From an optimization exercise on the open Yosys and OpenROAD flow, aimed at small area, a short achievable clock period and few clock cycles; shortcuts taken in it are not production practice. Power figures rest on the tool's default switching activity, not on a simulated workload.

==> try-tundra <==
==> flow/design.v (excerpt) <==
module pipeline_6(
    clk,
    rst,
    imem_addr,
    imem_rdata,
    dmem_addr,
    dmem_wdata,
    dmem_wmask,
    dmem_we,
    dmem_rdata
);
clock: 10.0 ns
lec_check: 0
abc_clock_period_in_ps: 3000
cap_margin: 20
core_margin: 2
core_utilization: 40
place_density: 0.6
setup_slack_margin: 5
slew_margin: 20
standard.sh (not shown) runs the stock make flow with config.mk's settings and CLKGATE_MAP_FILE= SYNTH_SCRIPT=/design/flow/synth_recipe.tcl, a recipe that flattens the netlist after the stock synthesis.
==> flow/flow/run.sh <==
#!/bin/bash
bash standard.sh SETUP_SLACK_MARGIN=6.5 finish > standard.log 2>&1
==> try-nickel (differences from try-tundra) <==
==> flow/design.v (replaced) <==
`timescale 1ns / 1ps
module pipeline_6(
    clk,
    rst,
    imem_addr,
    imem_rdata,
    dmem_addr,
    dmem_wdata,
    dmem_wmask,
    dmem_we,
    dmem_rdata
);
input clk, rst;
output [31:0] imem_addr;
input  [31:0] imem_rdata;
output [31:0] dmem_addr;
output [31:0] dmem_wdata;
output [3:0]  dmem_wmask;
output        dmem_we;
input  [31:0] dmem_rdata;
reg  [31:2] pcF;
reg         vD;
reg  [31:0] iD;
reg  [31:2] pcD;
reg         vE;
reg  [31:0] aE, bE, sE;
reg  [31:2] altE;
reg  [2:0]  f3E;
reg         subE, sraE, opE, brE, jlE, jrE, ldE, stE, wE, predE, o4E, o8E;
reg  [4:0]  rdE;
reg         wenM, stM, ldM;
reg  [31:0] resM, sdM;
reg  [3:0]  wmM;
reg  [2:0]  f3M;
reg  [4:0]  rdM;
reg  [31:0] rf [1:31];
wire [4:0] op = iD[6:2];
wire dJ    = op[4] &  op[1];                       
wire dJR   = op[4] & ~op[1] &  op[0];              
wire dBR   = op[4] & ~op[0];                       
wire dU    = ~op[4] & op[2] & op[0];               
wire dLUI  = dU & op[3];
wire dLD   = ~op[4] & ~op[2] & ~op[3];             
wire dST   = ~op[4] & ~op[2] &  op[3];             
wire dOPI  = ~op[4] &  op[2] & ~op[0] & ~op[3];    
wire dOP   = ~op[4] &  op[2] & ~op[0] &  op[3];    
wire [2:0] f3 = iD[14:12];
wire [4:0] rs1 = iD[19:15];
wire [4:0] rs2 = iD[24:20];
wire [4:0] rd  = iD[11:7];
wire use1 = ~dJ & ~dU;
wire use2 = dBR | dST | dOP;
wire dW   = ~dBR & ~dST & (rd != 5'd0);
wire [31:0] immI = {{20{iD[31]}}, iD[31:20]};
wire [31:0] immS = {{20{iD[31]}}, iD[31:25], iD[11:7]};
wire [31:0] immU = {iD[31:12], 12'd0};
wire [31:2] immB = {{20{iD[31]}}, iD[7], iD[30:25], iD[11:9]};
wire [31:2] immJ = {{12{iD[31]}}, iD[19:12], iD[20], iD[30:22]};
wire [31:2] tgtD  = pcD + immB;
wire [31:2] pcD1  = pcD + 30'd1;
wire        bo4   = (iD[31:25] == 7'd0) & (iD[11:7] == 5'b00100);
wire        bo8   = (iD[31:25] == 7'd0) & (iD[11:7] == 5'b01000);
wire        predD = dJ | (dBR & iD[31]);
wire stallD = vD & vE & ldE & wE &
              ((use1 & (rdE == rs1)) | (use2 & (rdE == rs2)));
wire [31:0] resE;
wire [31:0] wbM;
reg  [31:0] rf1, rf2;
integer k;
always @(*) begin
    rf1 = 32'd0;
    rf2 = 32'd0;
    for (k = 1; k < 32; k = k + 1) begin
        rf1 = rf1 | ({32{rs1 == k}} & rf[k]);
        rf2 = rf2 | ({32{rs2 == k}} & rf[k]);
    end
end
wire fE1 = vE & wE & (rdE == rs1);
wire fE2 = vE & wE & (rdE == rs2);
wire fM1 = wenM & (rdM == rs1);
wire fM2 = wenM & (rdM == rs2);
wire [31:0] r1 = fE1 ? resE : fM1 ? wbM : rf1;
wire [31:0] r2 = fE2 ? resE : fM2 ? wbM : rf2;
wire [31:0] opA = dU ? (dLUI ? 32'd0 : {pcD, 2'b00}) : r1;
wire [31:0] opB = (dOP | dBR) ? r2 : dST ? immS : dU ? immU : immI;
wire        subD = dBR | (dOP & iD[30] & (f3 == 3'd0)) | ((dOP | dOPI) & (f3[2:1] == 2'b01));
wire [32:0] sum  = {1'b0, aE} + {1'b0, bE} + {32'd0, subE};
wire        ltu  = ~sum[32];
wire        lt   = (aE[31] ^ bE[31]) ? sum[31] : aE[31];
wire        eq   = &(aE ^ bE);
wire [31:0] aRev, shRev;
genvar gi;
generate
    for (gi = 0; gi < 32; gi = gi + 1) begin : g_rev
        assign aRev[gi] = aE[31 - gi];
        assign shRev[gi] = shr[31 - gi];
    end
endgenerate
wire [31:0] shIn = f3E[2] ? aE : aRev;
wire [32:0] shX  = {sraE & shIn[31], shIn};
wire [32:0] shO  = $signed(shX) >>> bE[4:0];
wire [31:0] shr  = shO[31:0];
reg [31:0] alu;
always @(*) begin
    case (opE ? f3E : 3'd0)
    3'd0: alu = sum[31:0];
    3'd1: alu = shRev;
    3'd2: alu = {31'd0, lt};
    3'd3: alu = {31'd0, ltu};
    3'd4: alu = aE ^ bE;
    3'd5: alu = shr;
    3'd6: alu = aE | bE;
    default: alu = aE & bE;
    endcase
end
assign resE = jlE ? {altE, 2'b00} : alu;
wire taken = (f3E[2] ? (f3E[1] ? ltu : lt) : eq) ^ f3E[0];
wire redirE = vE & ((brE & (predE ? ~taken : (taken & ~o4E & ~o8E))) | (brE & ~predE & taken & o8E & ~(vD & ~predD)) | jrE);
wire [31:2] tgtE = jrE ? sum[31:2] : altE;
wire kill8  = vE & brE & ~predE & taken & o8E & vD & ~predD;
wire killD  = redirE | kill8;
wire [31:0] iF    = imem_rdata;
wire        fJ    = iF[6] & iF[3];
wire        predF = fJ | (iF[6] & ~iF[2] & iF[31]);
wire [31:2] immF  = fJ ? {{12{iF[31]}}, iF[19:12], iF[20], iF[30:22]}
                       : {{20{iF[31]}}, iF[7], iF[30:25], iF[11:9]};
wire [31:2] tgtF  = pcF + immF;
wire [31:2] pcO   = rst ? 30'd0 : redirE ? tgtE : stallD ? pcF : pcF + 30'd1;
wire        selF  = ~rst & ~redirE & ~stallD & predF;
wire [3:0] wm = f3E[1] ? 4'b1111 :
                f3E[0] ? (sum[1] ? 4'b1100 : 4'b0011) :
                         (4'b0001 << sum[1:0]);
wire [31:0] sd = f3E[1] ? sE : f3E[0] ? {2{sE[15:0]}} : {4{sE[7:0]}};
assign dmem_addr  = resM;
assign dmem_we    = stM;
assign dmem_wdata = sdM;
assign dmem_wmask = wmM;
wire [15:0] ldh = resM[1] ? dmem_rdata[31:16] : dmem_rdata[15:0];
wire [7:0]  ldb = resM[0] ? ldh[15:8] : ldh[7:0];
wire [31:0] ldv = f3M[1] ? dmem_rdata :
                  f3M[0] ? {{16{ldh[15] & ~f3M[2]}}, ldh} :
                           {{24{ldb[7] & ~f3M[2]}}, ldb};
assign wbM = ldM ? ldv : resM;
assign imem_addr = {pcF, 2'b00};
always @(posedge clk) begin
    pcF <= selF ? tgtF : pcO;
end
always @(posedge clk) begin
    if (rst)
        vD <= 1'b0;
    else if (!stallD)
        vD <= ~redirE;
    if (!stallD) begin
        iD  <= imem_rdata;
        pcD <= pcF;
    end
end
always @(posedge clk) begin
    if (rst)
        vE <= 1'b0;
    else
        vE <= vD & ~stallD & ~killD;
    aE    <= opA;
    bE    <= opB ^ {32{subD}};
    sE    <= r2;
    altE  <= (dBR & ~iD[31]) ? tgtD : pcD1;
    f3E   <= dBR ? f3 : (dOP | dOPI) ? f3 : (dLD | dST) ? f3 : 3'd0;
    subE  <= subD;
    sraE  <= iD[30];
    opE   <= dOP | dOPI;
    brE   <= dBR;
    jlE   <= dJ | dJR;
    jrE   <= dJR;
    ldE   <= dLD;
    stE   <= dST;
    wE    <= dW;
    predE <= iD[31];
    o4E   <= bo4;
    o8E   <= bo8;
    rdE   <= rd;
end
always @(posedge clk) begin
    if (rst) begin
        wenM <= 1'b0;
        stM  <= 1'b0;
    end else begin
        wenM <= vE & wE;
        stM  <= vE & stE;
    end
    ldM  <= ldE;
    f3M  <= f3E;
    rdM  <= rdE;
    resM <= resE;
    sdM  <= sd;
    wmM  <= wm;
end
always @(posedge clk) begin
    if (wenM)
        rf[rdM] <= wbM;
end
endmodule
==> run notes <==
Against try-nickel, the sequential share of layout area of try-tundra is lower by 0.66 points.
Against try-tundra, the clock skew of try-nickel is lower by 0.054 ns.
Against try-tundra, the register-to-register slack of try-nickel is lower by 0.02 ns.
Of try-nickel and try-tundra, try-nickel has the higher combinational power (gap 23%, measured against try-tundra).
Between try-tundra and try-nickel, the lower flip-flop and latch count is in try-nickel (gap 26).
Between try-tundra and try-nickel, the lower worst hold slack is in try-tundra (gap 0.065 ns).
==> figures <==
| item | try-tundra | try-nickel |
|---|---|---|
| Proportion of layout cells with a drive suffix above 1 | 24.0% | 28.8% |
| Post-DR vias/cell | 7.39 | 7.69 |
| Number of clock buffers in the layout | 188 | 176 |
| Status | no timing/DRC/antenna violations | no timing/DRC/antenna violations |
| Critical path arrival | 4.66 ns | 5.24 ns |
| Final estimated routing congestion in global placement | 1.01 | 0.996 |
| Cell area after layout | 0.0849 mm2 | 0.0820 mm2 |
| First-pass iteration count of the detailed router | 13 | 17 |
| Achievable clock frequency | 0.245 GHz | 0.213 GHz |
| Global-route wire length before repair | 489000 um | 471000 um |
| Fin crit share | 40.8% | 47.0% |
| Number of storage elements in the synthesis netlist | 1335 | 1309 |
| Met2 Track Usage GR | 57.5% | 55.5% |
No functional check of the RTL was part of any run of this note.

[port drivers added, routing unchanged]
The results above use ideal ports. As a check the final layouts listed here were re-extracted and re-timed, cells and wires unchanged. Step 1 (the two cells are an assumption about what drives the block):
set clk [get_ports {clk}]
set_driving_cell -lib_cell sky130_fd_sc_hd__clkbuf_16 $clk
set_driving_cell -lib_cell sky130_fd_sc_hd__buf_2 [delete_from_list [all_inputs] $clk]
Step 2 also shifts input and output timing later by t, the mid clock arrival at the registers, as if the neighbouring blocks saw the same clock. Slacks: ideal / step 1 / step 2; pairs: ideal / step 1.
run	shift t [ns]	setup slack, ns	hold WS [ns]	worst data-port slew with drivers (ns)
try-tundra	0.887	5.924 / 5.924 / 5.469	0.324 / 0.324 / 0.324	0.07
try-nickel	0.877	5.303 / 5.310 / 4.434	0.389 / 0.389 / 0.389	0.19
After both steps setup and hold are still met in every run listed. The setup slack of try-nickel, which loses most, moves by +0.007 ns with the drivers and by -0.869 ns with both steps.
